This design comes from an exercise in tuning for small area, a short achievable clock period and few clock cycles on the open sky130 flow, not from production work. At most, simulation tests tie the RTL to the original design; equivalence was not proved.

==> flow/design.v <==
module MPQ(
    input clk,
    input rst,
    input data_valid,
    input [7:0] data,
    input cmd_valid,
    input [2:0] cmd,
    input [7:0] index,
    input [7:0] value,
    output reg busy,
    output reg RAM_valid,
    output [7:0] RAM_A,
    output reg [7:0] RAM_D,
    output reg done
);
    function gt8;
        input [7:0] a, b;
        reg [7:0] g, ge;
        reg [3:0] g2, ge2;
        reg [1:0] g4, ge4;
        integer k;
        begin
            g  = a & ~b;
            ge = a | ~b;
            for (k = 0; k < 4; k = k + 1) begin
                g2[k]  = g[2*k+1] | (ge[2*k+1] & g[2*k]);
                ge2[k] = g[2*k+1] | (ge[2*k+1] & ge[2*k]);
            end
            for (k = 0; k < 2; k = k + 1) begin
                g4[k]  = g2[2*k+1] | (ge2[2*k+1] & g2[2*k]);
                ge4[k] = g2[2*k+1] | (ge2[2*k+1] & ge2[2*k]);
            end
            gt8 = g4[1] | (ge4[1] & g4[0]);
        end
    endfunction
    function [1:0] cmp8;
        input [7:0] a, b;
        reg [7:0] g, ge;
        reg [3:0] g2, ge2;
        reg [1:0] g4, ge4;
        integer k;
        begin
            g  = a & ~b;
            ge = a | ~b;
            for (k = 0; k < 4; k = k + 1) begin
                g2[k]  = g[2*k+1] | (ge[2*k+1] & g[2*k]);
                ge2[k] = g[2*k+1] | (ge[2*k+1] & ge[2*k]);
            end
            for (k = 0; k < 2; k = k + 1) begin
                g4[k]  = g2[2*k+1] | (ge2[2*k+1] & g2[2*k]);
                ge4[k] = g2[2*k+1] | (ge2[2*k+1] & ge2[2*k]);
            end
            cmp8 = {g4[1] | (ge4[1] & g4[0]), g4[1] | (ge4[1] & ge4[0])};
        end
    endfunction
    reg [7:0] A [1:15];
    reg [3:0] size;
    reg       started;
    reg       m_upd;    
    reg       m_sup;    
    reg       m_ins;    
    reg       m_ext;    
    reg       m_stA;    
    reg [1:0] bph;      
    reg       m_hp;     
    reg       m_sdn;    
    reg [3:0]  pos;     
    reg [7:0]  vv;      
    reg [3:0]  sz;
    wire [7:0] a1n;      
    reg [15:0] p;       
    integer j;
    wire accept = cmd_valid & ~busy & started & ~data_valid;
    reg [3:0] size_n;
    always @(*) begin
        if (data_valid | m_ins)
            size_n = size + 4'd1;
        else if (m_ext)
            size_n = size - 4'd1;
        else
            size_n = size;
    end
    reg  [3:0] wa;
    wire [4:0] wa2 = {1'b0, wa} + 5'd2;
    wire wr_acc  = accept & (cmd == 3'd4);
    wire wr_cont = RAM_valid & (wa2 <= {1'b0, size});
    always @(posedge clk or posedge rst) begin
        if (rst) begin
            size <= 4'd0;
            started <= 1'b0;
            m_upd <= 1'b0;
            m_sup <= 1'b0;
            m_ins <= 1'b0;
            m_ext <= 1'b0;
            m_stA <= 1'b0;
            bph <= 2'd0;
            m_hp <= 1'b0;
            m_sdn <= 1'b0;
            busy <= 1'b0;
            RAM_valid <= 1'b0;
            done <= 1'b0;
        end else begin
            size <= size_n;
            if (data_valid)
                started <= 1'b1;
            m_upd <= data_valid | (accept & ((cmd == 3'd2) | (cmd == 3'd3)));
            m_sup <= accept & ((cmd == 3'd2) | (cmd == 3'd3));
            m_ins <= accept & (cmd == 3'd3);
            m_ext <= accept & (cmd == 3'd1);
            m_stA <= accept & (cmd == 3'd0);
            bph <= m_stA ? 2'd1 : (bph == 2'd1) ? 2'd2 : (bph == 2'd2) ? 2'd3 : 2'd0;
            m_hp <= m_stA | (bph == 2'd1) | (bph == 2'd2);
            m_sdn <= (accept & ((cmd == 3'd0) | (cmd == 3'd1))) | m_stA |
                     (bph == 2'd1) | (bph == 2'd2);
            busy <= (accept & (cmd == 3'd0)) | m_stA | (bph == 2'd1) |
                    (wr_acc & (size_n > 4'd1)) | (wr_cont & (wa2 != {1'b0, size}));
            RAM_valid <= (wr_acc & (size_n != 4'd0)) | wr_cont;
            done <= (wr_acc & (size_n <= 4'd1)) | (wr_cont & (wa2 == {1'b0, size}));
        end
    end
    always @(posedge clk) begin
        vv <= data_valid ? data : value;
        pos <= data_valid ? size_n : (cmd == 3'd3) ? size_n + 4'd1 : index[3:0];
        if (accept & ((cmd == 3'd2) | (cmd == 3'd3)))
            sz <= 4'd0;
        else
            sz <= (accept & (cmd == 3'd1)) ? size_n - 4'd1 : size_n;
        wa <= wr_cont ? wa + 4'd1 : 4'd0;
        RAM_D <= wr_cont ? NV : a1n;
        if (wr_cont)
            p <= {p[14:0], 1'b0};
        else if (wr_acc)
            p <= 16'd1 << 2;
        else if (data_valid | (accept & ((cmd == 3'd2) | (cmd == 3'd3))))
            p <= 16'd1;
        else if (m_stA)
            p <= 16'd1 << 3;
        else if (bph == 2'd1)
            p <= 16'd1 << 2;
        else if (bph == 2'd2)
            p <= 16'd1 << 1;
        else
            p <= 16'd1 << size_n;
    end
    reg [7:0] NV;
    always @(*) begin
        NV = {8{p[0]}} & vv;
        for (j = 1; j <= 15; j = j + 1)
            NV = NV | ({8{p[j]}} & A[j]);
    end
    assign RAM_A = {4'd0, wa};
    reg        rs  [1:7];    
    reg        lv  [1:7];    
    reg [7:0]  mcv [1:7];    
    reg        root[1:7];
    reg        onc [1:15];   
    reg        go  [1:7];    
    reg [1:0]  cm  [1:7];    
    reg        fr  [1:7];    
    always @(*) begin
        fr[1] = m_sup & ((pos[3] & pos[2]) | (~pos[3] & pos[2] & pos[1]) | (~pos[3] & ~pos[2] & pos[1] & pos[0]));
        fr[2] = m_sup & ((pos[3:2] == 2'b10) & pos[1] | (pos[3:1] == 3'b010) & pos[0]);
        fr[3] = m_sup & ((pos[3:2] == 2'b11) & pos[1] | (pos[3:1] == 3'b011) & pos[0]);
        for (j = 4; j <= 7; j = j + 1)
            fr[j] = m_sup & (pos[3:1] == j) & pos[0];
        for (j = 1; j <= 7; j = j + 1) begin
            lv[j]  = (2*j <= sz);
            rs[j]  = ((2*j+1 <= sz) && gt8(A[2*j+1], A[2*j])) || fr[j];
            mcv[j] = rs[j] ? A[2*j+1] : A[2*j];
        end
        root[1] = m_ext | (m_hp & p[1]);
        root[2] = m_hp & p[2];
        root[3] = m_hp & p[3];
        for (j = 1; j <= 7; j = j + 1)
            cm[j] = cmp8(mcv[j], (j >= 4 && m_stA) ? A[j] : NV);
        onc[1]  = root[1];
        go[1]   = onc[1] & lv[1] & cm[1][1];
        onc[2]  = root[2] | (go[1] & ~rs[1]);
        go[2]   = onc[2] & lv[2] & cm[2][1];
        onc[3]  = root[3] | (go[1] & rs[1]);
        go[3]   = onc[3] & lv[3] & cm[3][1];
        for (j = 4; j <= 7; j = j + 1) begin
            root[j] = m_stA;
            onc[j]  = m_stA | (go[j/2] & (rs[j/2] == j[0]));
            go[j]   = onc[j] & lv[j] & cm[j][1];
        end
        for (j = 8; j <= 15; j = j + 1)
            onc[j] = go[j/2] & (rs[j/2] == j[0]);
    end
    reg        su [1:7];
    reg        m1, m2, m3;
    wire [3:0] a1 = {1'b0, pos[3:1]};
    wire [3:0] a2 = {2'b0, pos[3:2]};
    wire       a3 = pos[3];
    always @(*) begin
        su[1] = gt8(vv, A[1]);
        for (j = 2; j <= 7; j = j + 1)
            su[j] = ~cm[j/2][0];
        m1 = m_sup && (a1 != 4'd0) && su[a1];
        m2 = m1 && (a2 != 4'd0) && su[a2];
        m3 = m2 && a3 && su[1];
    end
    reg        en   [1:15];
    reg        upch [1:15];   
    reg        dnpa [1:15];   
    always @(*) begin
        for (j = 1; j <= 15; j = j + 1) begin
            upch[j] = (j <= 7) && m_sdn && onc[j] && go[j];
            dnpa[j] = (j > 1) && ((m_sup && ((pos == j && m1) || (a1 == j && m2) || (a2 == j && m3))) ||
                                  (j >= 8 && m_stA && onc[j]));
            en[j]   = (m_upd && (pos == j || (m1 && a1 == j) || (m2 && a2 == j) || (m3 && j == 1))) ||
                      (m_sdn && onc[j] && (j >= 8 || go[j] || !root[j] || (j == 1 && m_ext)));
        end
    end
    reg [7:0] an [1:15];      
    always @(*) begin
        for (j = 1; j <= 15; j = j + 1)
            an[j] = !en[j] ? A[j] : upch[j] ? mcv[j] : dnpa[j] ? A[j/2] : NV;
    end
    assign a1n = an[1];
    always @(posedge clk) begin
        for (j = 1; j <= 15; j = j + 1)
            A[j] <= an[j];
    end
endmodule
export LEC_CHECK = 0
export ABC_AREA = 1
export CAP_MARGIN = 20
export CORE_MARGIN = 2
export CORE_UTILIZATION = 35
export SLEW_MARGIN = 20
create_clock -name core_clock -period 10.0 [get_ports {clk}]
standard.sh (not shown) runs the stock make flow with config.mk's settings and CLKGATE_MAP_FILE= SYNTH_SCRIPT=/design/flow/synth_recipe.tcl, a recipe that flattens the netlist after the stock synthesis.
==> flow/flow/run.sh <==
#!/bin/bash
# The standard layout, with two changes to how it is made:
#  - synthesis maps the logic with flow/abc_map.script instead of ORFS's
#    abc_area.script; every other synthesis step, and so every register, is
#    the standard synthesis's;
#  - timing repair aims at 6 ns setup slack, i.e. well below the 10 ns constraint.
set -euo pipefail
W=$PWD
cat > "$W/flow_synth.tcl" <<TCL
proc abc {args} {
  set out {}
  set skip 0
  foreach a \$args {
    if {\$skip} { set skip 0; continue }
    if {\$a eq "-script" || \$a eq "-constr"} { set skip 1; continue }
    lappend out \$a
  }
  yosys abc -script $W/flow/abc_map.script {*}\$out
}
source $W/synth_recipe.tcl
TCL
bash standard.sh "SYNTH_SCRIPT=$W/flow_synth.tcl" SETUP_SLACK_MARGIN=6 finish > make_finish.log 2>&1
==> flow/flow/abc_map.script <==
strash; &get -n; &fraig -x; &put; scorr; dc2; dretime; strash; &get -n; &dch -f; &nf; &put; topo; stime -c; buffer -c; upsize -c; dnsize -c
Testbench counts at the start, summed over its fixed seeds: cycles 12,800.
Rerun with:
==> flow/flow/run.sh (replaced) <==
#!/bin/bash
set -euo pipefail
bash standard.sh SETUP_SLACK_MARGIN=6.5 finish > make_finish.log 2>&1
removed: flow/flow/abc_map.script
Result:
- The changed run passed the timing, design-rule and antenna checks
- non-clock buffer count goes up by 81
- routed wire length rises by 30%
- maximum frequency went up by 30%

* * *

Starts from the design.v that is shown in full above.
Settings: LEC_CHECK=0, ABC_AREA=1, CAP_MARGIN=20, CORE_MARGIN=2, CORE_UTILIZATION=35, SLEW_MARGIN=20; clock period 10.0 ns.
==> flow/flow/run.sh <==
#!/bin/bash
set -euo pipefail
bash standard.sh SETUP_SLACK_MARGIN=6 "BUFFER_PORTS_ARGS=-buffer_cell sky130_fd_sc_hd__buf_2" finish > make_finish.log 2>&1
The first run finished with timing, DRC and antenna clean.
Testbench counts at the start, summed over its fixed seeds: cycles 12,800.
Then changed:
==> flow/flow/run.sh (replaced) <==
#!/bin/bash
# The standard layout, with two changes to how it is made:
#  - synthesis maps the logic with ABC's default liberty script (area-oriented
#    &nf mapping) instead of ORFS's abc_area.script; every other synthesis step,
#    and so every register, is the standard synthesis's;
#  - timing repair aims at 6 ns setup slack, i.e. well below the 10 ns constraint.
set -euo pipefail
W=$PWD
cat > "$W/flow_synth.tcl" <<TCL
proc abc {args} {
  set out {}
  set skip 0
  foreach a \$args {
    if {\$skip} { set skip 0; continue }
    if {\$a eq "-script" || \$a eq "-constr"} { set skip 1; continue }
    lappend out \$a
  }
  yosys abc {*}\$out
}
source $W/synth_recipe.tcl
TCL
bash standard.sh "SYNTH_SCRIPT=$W/flow_synth.tcl" SETUP_SLACK_MARGIN=6 finish > make_finish.log 2>&1
What happened: Register-to-register slack is worse by 700 ps. Sequential share of layout area drops by 2.0 points. Routed wire length drops by 13%. Non-clock buffer count climbs by 123. Global-route usage drops by 1.1 points. Worst setup slack is worse by 700 ps. Via count drops by about 17%.
Then changed:
==> flow/flow/run.sh (replaced) <==
#!/bin/bash
set -euo pipefail
bash standard.sh SETUP_SLACK_MARGIN=6 finish > make_finish.log 2>&1
What happened:
- die area goes up by 15%
- utilization is lower by 9.6 points

* * *

Another version of the RTL of MPQ (not shown whole).
Size in the first run: ~2100 cells after synthesis, about 170 flip-flops.
// MPQ
module MPQ(
    input clk,
    input rst,
    input data_valid,
    input [7:0] data,
    input cmd_valid,
    input [2:0] cmd,
    input [7:0] index,
    input [7:0] value,
    output reg busy,
    output reg RAM_valid,
    output [7:0] RAM_A,
    output [7:0] RAM_D,
    output reg done
);
    function gt8;
        input [7:0] a, b;
        reg [7:0] g, ge;
        reg [3:0] g2, ge2;
        reg [1:0] g4, ge4;
        integer k;
        begin
            g  = a & ~b;
            ge = a | ~b;
            for (k = 0; k < 4; k = k + 1) begin
                g2[k]  = g[2*k+1] | (ge[2*k+1] & g[2*k]);
                ge2[k] = g[2*k+1] | (ge[2*k+1] & ge[2*k]);
            end
            for (k = 0; k < 2; k = k + 1) begin
                g4[k]  = g2[2*k+1] | (ge2[2*k+1] & g2[2*k]);
                ge4[k] = g2[2*k+1] | (ge2[2*k+1] & ge2[2*k]);
            end
            gt8 = g4[1] | (ge4[1] & g4[0]);
        end
    endfunction
    reg [7:0] A [1:15];
    reg [3:0] size;
    reg       started;
    reg       m_upd;    
    reg       m_sup;    
    reg       m_ins;    
    reg       m_ext;    
    reg       m_stA;    
    reg [1:0] bph;      
    reg       m_hp;     
    reg       m_sdn;    
    reg [3:0]  pos;     
    reg [7:0]  vv;      
    reg [3:0]  sz;      
    reg [15:0] p;       
    integer j;
    wire accept = cmd_valid & ~busy & started & ~data_valid;
    reg [3:0] size_n;
    always @(*) begin
  ...
==> flow/config.mk <==
export PLATFORM = sky130hd
export DESIGN_NAME = MPQ
export DESIGN_NICKNAME = MPQ
export VERILOG_FILES = /design/flow/design.v
export SDC_FILE = /design/flow/constraint.sdc
export NUM_CORES = 4
export LEC_CHECK = 0
export ABC_AREA = 1
export CAP_MARGIN = 20
export CORE_MARGIN = 2
export CORE_UTILIZATION = 35
export SETUP_SLACK_MARGIN = 5
export SLEW_MARGIN = 20
==> flow/constraint.sdc <==
create_clock -name core_clock -period 10.0 [get_ports {clk}]
set_input_delay 2.0000 -clock core_clock [delete_from_list [all_inputs] [get_ports {clk}]]
set_output_delay 2.0000 -clock core_clock [all_outputs]
set_load 0.01 [all_outputs]
run.sh (not shown) runs the stock make flow with config.mk's settings and CLKGATE_MAP_FILE= SYNTH_SCRIPT=/design/flow/synth_recipe.tcl, a recipe that flattens the netlist after the stock synthesis.
Stock flow here: none of the scripts above is used.
The starting point finished clean.
Change:
CORE_UTILIZATION = 60   (was 35)
Effect: The new run finished with timing, DRC and antenna clean; wire length is lower by a little under a tenth; worst setup slack got worse by 0.079 ns; via count grows by a few percent; design area drops by a few percent; critical path depth is unchanged; global-route usage went up by 17 points.
No run of this note included a check of the RTL's function; only the layout flow was run.

* * *

MPQ, a different RTL version from the one above (not shown whole).
For scale: roughly 50 I/O pins, about 0.014 mm² of cells after synthesis.
// MPQ
module MPQ(
    input clk,
    input rst,
    input data_valid,
    input [7:0] data,
    input cmd_valid,
    input [2:0] cmd,
    input [7:0] index,
    input [7:0] value,
    output reg busy,
    output reg RAM_valid,
    output [7:0] RAM_A,
    output [7:0] RAM_D,
    output reg done
);
clock: 10.0 ns
lec_check: 0
abc_area: 1
cap_margin: 20
core_margin: 2
core_utilization: 35
setup_slack_margin: 5
slew_margin: 20
==> next run, changes <==
- ABC_AREA: 1 -> default
What happened: The new run ran to the end with no violations; final area rose by about 2.6%; wire length rises by 7.5%; worst hold slack gets better by 0.020 ns.
Function was not checked in any run of this note: the RTL went through the layout flow alone.

* * *

Setup of run A:
Another version of the RTL of MPQ (not shown whole).
For scale: ~180 flip-flops, about 50 I/O pins, about 15,000 µm² of cells after synthesis.
export LEC_CHECK = 0
export ABC_AREA = 1
export CAP_MARGIN = 20
export CORE_MARGIN = 2
export CORE_UTILIZATION = 35
export SLEW_MARGIN = 20
create_clock -name core_clock -period 10.0 [get_ports {clk}]
standard.sh (not shown) runs the stock make flow with config.mk's settings and CLKGATE_MAP_FILE= SYNTH_SCRIPT=/design/flow/synth_recipe.tcl, a recipe that flattens the netlist after the stock synthesis.
==> flow/flow/run.sh <==
#!/bin/bash
set -euo pipefail
bash standard.sh SETUP_SLACK_MARGIN=6.5 finish > make_finish.log 2>&1
The inputs of run B differ from those of run A as listed below.
==> flow/flow/run.sh <==
#!/bin/bash
set -euo pipefail
bash standard.sh SETUP_SLACK_MARGIN=6 finish > make_finish.log 2>&1
Utilization after layout was lower in the run labelled run B.
Run B against run A: met1 layer usage reported by global route went up, final worst setup slack went down.
Of the two values seen for last element of the critical path, A[9][4]$_DFFE_PP_ was produced by run B and A[10][3]$_DFFE_PP_ by run A.
No functional check of the RTL was part of any run of this note.

[separate check: timing with driven ports]
Ports are ideal in the flow. The routed layouts listed here were re-timed in OpenROAD. Step 1 assumes that a clkbuf_16 drives the clock port and a buf_2 every other input. Step 2 also shifts input and output timing later by t, the mid clock arrival at the registers, as if the neighbouring blocks saw the same clock. Three values: no drivers, after step 1, after step 2; two values: the first two.
| run | t, ns | setup WS [ns] | worst setup path at the end | clock arrival spread, ns | slew at the worst register clock pin (ns) |
|---|---|---|---|---|---|
| the first run of note 1 | 0.492 | 5.400 / 5.400 / 5.400 | register to register | 0.013 / 0.014 | 0.08 / 0.08 |
| the second run of note 1 | 0.528 | 6.474 / 6.474 / 6.103 | input to register | 0.015 / 0.015 | 0.08 / 0.08 |
| the first run of note 2 | 0.512 | 6.083 / 6.083 / 5.793 | input to register | 0.018 / 0.017 | 0.08 / 0.08 |
| the second run of note 2 | 0.507 | 5.378 / 5.378 / 5.378 | register to register | 0.019 / 0.020 | 0.08 / 0.08 |
| the third run of note 2 | 0.534 | 6.099 / 6.099 / 5.751 | input to register | 0.020 / 0.020 | 0.08 / 0.08 |
| the first run of note 3 | 0.526 | 4.994 / 4.939 / 4.967 | input to register | 0.021 / 0.021 | 0.08 / 0.08 |
| the second run of note 3 | 0.496 | 4.915 / 4.864 / 4.784 | input to register | 0.016 / 0.016 | 0.08 / 0.08 |
| the first run of note 4 | 0.514 | 4.870 / 4.815 / 5.155 | register to register | 0.012 / 0.012 | 0.07 / 0.07 |
| the second run of note 4 | 0.516 | 4.894 / 4.844 / 5.023 | register to register | 0.014 / 0.015 | 0.08 / 0.08 |
| run A | 0.534 | 6.480 / 6.480 / 6.151 | input to register | 0.013 / 0.013 | 0.08 / 0.08 |
| run B | 0.516 | 6.140 / 6.140 / 5.899 | input to register | 0.017 / 0.017 | 0.09 / 0.09 |
After both steps every run listed still meets setup and hold. For the second run of note 1, which loses most, drivers alone change the setup slack by 0.000 ns; drivers and shift together by -0.371 ns.
